Background: an optimization exercise with open tools, aiming at small area, a short achievable clock period and few clock cycles per item. Do not read the settings as production practice.
The RTL was checked by simulation tests, not by an equivalence proof against the original design.
No activity file was given, so power comes from the tool's default toggle rates.

== run 1 ==
Design core, start of the top module:
module core(
            input wire        clk,
            input wire        rst,
            input wire        mem_ready,
            input wire [31:0] mem_read_data,
            output reg [31:0] mem_addr,
            output reg        mem_read_valid,
            output reg        mem_write_valid,
            output wire [31:0] mem_write_data,
            output reg [1:0]  mem_width,
            output reg        instruction_retired
);
Size in the first run: ~5,100 cells after synthesis, ~100 I/O pins, roughly 0.070 sq mm of cells after synthesis.
make LEC_CHECK=0 ABC_CLOCK_PERIOD_IN_PS=2500 CAP_MARGIN=20 CORE_MARGIN=2 CORE_UTILIZATION=40 SETUP_SLACK_MARGIN=5 SLEW_MARGIN=20 finish   # period 10.0 ns
run.sh (not shown) runs the stock make flow with config.mk's settings and CLKGATE_MAP_FILE= SYNTH_SCRIPT=/design/flow/synth_recipe.tcl, a recipe that flattens the netlist after the stock synthesis.
In run 1 the implementation completed, yet the final layout does not meet the checks, the culprit being capacitance limit, slew limit.
Testbench counts of run 1, summed over its fixed seeds: cycles 91,170, instrs 34,171.
Setup changes, run 1 to run 2
# run 1
export LEC_CHECK = 0
export ABC_CLOCK_PERIOD_IN_PS = 2500
export CAP_MARGIN = 20
export CORE_MARGIN = 2
export CORE_UTILIZATION = 40
export SETUP_SLACK_MARGIN = 5
export SLEW_MARGIN = 20
create_clock -name core_clock -period 10.0 [get_ports {clk}]
# run 2
export LEC_CHECK = 0
export CAP_MARGIN = 20
export CORE_MARGIN = 2
export CORE_UTILIZATION = 40
export SLEW_MARGIN = 20
create_clock -name core_clock -period 10.0 [get_ports {clk}]
--- outcome ---
Run 2 finished all stages; the layout is clean. Comparing run 2 and run 1, final cell count is higher on run 1. Summary of run 2 over run 1: proportion of total power due to net switching now smaller, setup slack now smaller, total of fill cells in the finished design shows no meaningful change, fraction of power consumed by the clock network climbed 0.8 points. Delta (run 2 minus run 1): total non-filler cell area in the finished layout fell 0.0013 sq mm, count of clock-buffer cells in the layout rose 12, largest driver fanout on the critical path fell 4.

---

core, a different RTL version from the one above (not shown whole).
Size in the first run: about 1300 flip-flops, about 100 I/O pins.
## core
module core(
            input wire        clk,
            input wire        rst,
            input wire        mem_ready,
            input wire [31:0] mem_read_data,
            output reg [31:0] mem_addr,
            output reg        mem_read_valid,
            output reg        mem_write_valid,
            output reg [31:0] mem_write_data,
            output reg [1:0]  mem_width,
            output reg        instruction_retired
);
   reg [31:0]  rf [1:31];
   reg [31:0]  rf_v;     
   reg         ob;       
   reg         ob_ld;    
   reg         ob_st;    
   reg         ob_k;     
   reg         pd;       
   reg         pt;       
   reg         sp;       
   reg         ld_pend;  
   reg [4:0]   ld_rd;
   reg [31:0]  ir;
   reg [31:2]  pc;
   reg [1:0]   st;       
   reg [31:0]  op1, op2;
   reg         w_v;      
   reg [4:0]   w_rd;
   reg [31:0]  w_d;
   reg [1:0]   rc;
   reg         a1;       
   reg         f2;       
   wire [4:0]  opc = ir[6:2];
   wire [4:0]  rd  = ir[11:7];
   wire [2:0]  f3  = ir[14:12];
   wire [4:0]  rs1 = ir[19:15];
   wire [4:0]  rs2 = ir[24:20];
   function [11:0] classify(input [31:0] w);
      reg [4:0] o;
      begin
         o = w[6:2];
         classify = {o == 5'b01100 && w[30] && w[14:12] == 3'd0,
                     (o == 5'b01100 || o == 5'b00100) && w[30] && w[14:12] == 3'd5,
                     o == 5'b01101, o == 5'b00101, o == 5'b11011, o == 5'b11001,
                     o == 5'b11000, o == 5'b00000, o == 5'b01000, o == 5'b00100,
                     o == 5'b01100,
                     (o == 5'b01101 || o == 5'b00101 || o == 5'b11011 || o == 5'b11001 ||
                      o == 5'b00100 || o == 5'b01100) && w[11:7] != 5'd0};
      end
   endfunction
   function classify_opi(input [31:0] w);
      classify_opi = w[6:2] == 5'b00100;
   endfunction
   function [9:0] rsel(input [31:0] w);
      reg alu;
      begin
         alu = w[6:2] == 5'b01100 || w[6:2] == 5'b00100;
         rsel = {(alu && w[14:12] == 3'd0) || w[6:2] == 5'b01101 || w[6:2] == 5'b00101 ||
                 w[6:2] == 5'b11011,
                 alu && w[14:12] == 3'd1,
                 alu && w[14:12] == 3'd2, alu && w[14:12] == 3'd3,
  ...
export LEC_CHECK = 0
export ABC_CLOCK_PERIOD_IN_PS = 3000
export CAP_MARGIN = 20
export CORE_MARGIN = 2
export CORE_UTILIZATION = 50
export CTS_CLUSTER_DIAMETER = 60
export CTS_CLUSTER_SIZE = 30
export SLEW_MARGIN = 20
create_clock -name core_clock -period 10.0 [get_ports {clk}]
standard.sh (not shown) runs the stock make flow with config.mk's settings and CLKGATE_MAP_FILE= SYNTH_SCRIPT=/design/flow/synth_recipe.tcl, a recipe that flattens the netlist after the stock synthesis.
==> flow/flow/run.sh <==
#!/bin/bash
set -uo pipefail
bash standard.sh SETUP_SLACK_MARGIN=6.0 cts > make_to_cts.log 2>&1 || exit 1
bash standard.sh SETUP_SLACK_MARGIN=5.8 finish > make_finish.log 2>&1
Testbench counts at the start, summed over its fixed seeds: cycles 89,831, instrs 34,171.
Change:
==> flow/flow/run.sh (replaced) <==
#!/bin/bash
set -uo pipefail
bash standard.sh SETUP_SLACK_MARGIN=6.0 cts > make_to_cts.log 2>&1 || exit 1
bash standard.sh SETUP_SLACK_MARGIN=6.0 finish > make_finish.log 2>&1
The changed run produced a clean layout.
Power increases by 0.79%.
Synthesized area stays the same.
Synthesized cell count stays the same.
Global-route usage is unchanged.
Register-to-register slack gains 96 ps.
Die area stays the same.
Non-clock buffer count grows by 71.
First-iteration DRC count climbs by about 8%.
Change:
==> flow/flow/run.sh (replaced) <==
#!/bin/bash
set -uo pipefail
bash standard.sh SETUP_SLACK_MARGIN=6.0 cts > make_to_cts.log 2>&1 || exit 1
bash standard.sh SETUP_SLACK_MARGIN=5.8 finish > make_finish.log 2>&1
CORE_UTILIZATION = 60   (was 50)
Result: Wire length is lower by 5.4%. Worst setup slack degrades by 170 ps. Clock power is lower by about 4%. Die area is lower by 16%. Utilization is higher by 11 points. Non-clock buffer count is lower by 38.

---

P:
Another version of the RTL of core (not shown whole).
Size in the first run: about 4,400 cells after synthesis, about 100 I/O pins, roughly 58,000 um2 of cells after synthesis.
==> flow/config.mk <==
export PLATFORM = sky130hd
export DESIGN_NAME = core
export DESIGN_NICKNAME = core
export VERILOG_FILES = /design/flow/design.v
export SDC_FILE = /design/flow/constraint.sdc
export NUM_CORES = 4
export LEC_CHECK = 0
export ABC_CLOCK_PERIOD_IN_PS = 3000
export CAP_MARGIN = 20
export CORE_MARGIN = 2
export CORE_UTILIZATION = 50
export CTS_CLUSTER_DIAMETER = 60
export CTS_CLUSTER_SIZE = 30
export SLEW_MARGIN = 20
==> flow/constraint.sdc <==
create_clock -name core_clock -period 10.0 [get_ports {clk}]
set_input_delay 2.0000 -clock core_clock [delete_from_list [all_inputs] [get_ports {clk}]]
set_output_delay 2.0000 -clock core_clock [all_outputs]
set_load 0.01 [all_outputs]
==> flow/flow/run.sh <==
#!/bin/bash
set -uo pipefail
bash standard.sh SETUP_SLACK_MARGIN=6.0 cts > make_to_cts.log 2>&1 || exit 1
bash standard.sh SETUP_SLACK_MARGIN=6.0 finish > make_finish.log 2>&1
P reached the end of the flow, and the finished layout is clean on the timing, DRC and antenna checks.
Testbench counts of P, summed over its fixed seeds: cycles 89,831, instrs 34,171.
The inputs of Q differ from those of P as listed below.
-- flow/flow/run.sh --
<<< P, line 4
bash standard.sh SETUP_SLACK_MARGIN=6.0 finish > make_finish.log 2>&1
>>> Q, line 4
bash standard.sh SETUP_SLACK_MARGIN=5.8 finish > make_finish.log 2>&1
==> summary.txt <==
Delta(total net switching power, Q - P) < 0
[compare] base=P new=Q: clock network power share went up 0.2 points; share of total power in combinational logic lost 0.6 points; power share of the sequential group went up; layout-stage area growth over the synthesis result now smaller.
Diff P -> Q | via count | decrease of about 1.6%
Compared with P, in Q number of cells on the worst hold path about even; non-clock buffer count -24%; cell count now sits lower.
Between P and Q, the difference in hold slack is negligible.
Q vs P: setup slack down

## separate check: timing with driven ports
The flow's constraints put no driver on any port. The routed layouts listed below were extracted and timed again, unchanged, in two steps.
Step 1 assumes that a clkbuf_16 drives the clock port and a buf_2 every other input.
Step 2 moves the port delays by t, midway between the first and last clock arrival at a register: inputs arrive t later, outputs are due t later. That takes back most of the time a late clock gives input paths.
Slacks: ideal ports / drivers / drivers and shift; pairs: ideal ports / drivers.
run | shift t [ns] | slack for setup (ns) | cell pins on the clock port's net
run 1 | 0.861 | 4.977 / 5.007 / 4.147 | 1
run 2 | 0.837 | 3.688 / 3.688 / 3.234 | 1
the first run of note 2 | 0.797 | 5.821 / 5.821 / 5.072 | 1
the second run of note 2 | 0.798 | 5.917 / 5.917 / 5.150 | 1
the third run of note 2 | 0.778 | 5.746 / 5.746 / 4.997 | 1
P | 0.799 | 5.890 / 5.861 / 5.062 | 1
Q | 0.804 | 5.806 / 5.781 / 4.977 | 1
For run 1, which loses most, drivers alone change the setup slack by +0.030 ns; drivers and shift together by -0.830 ns.
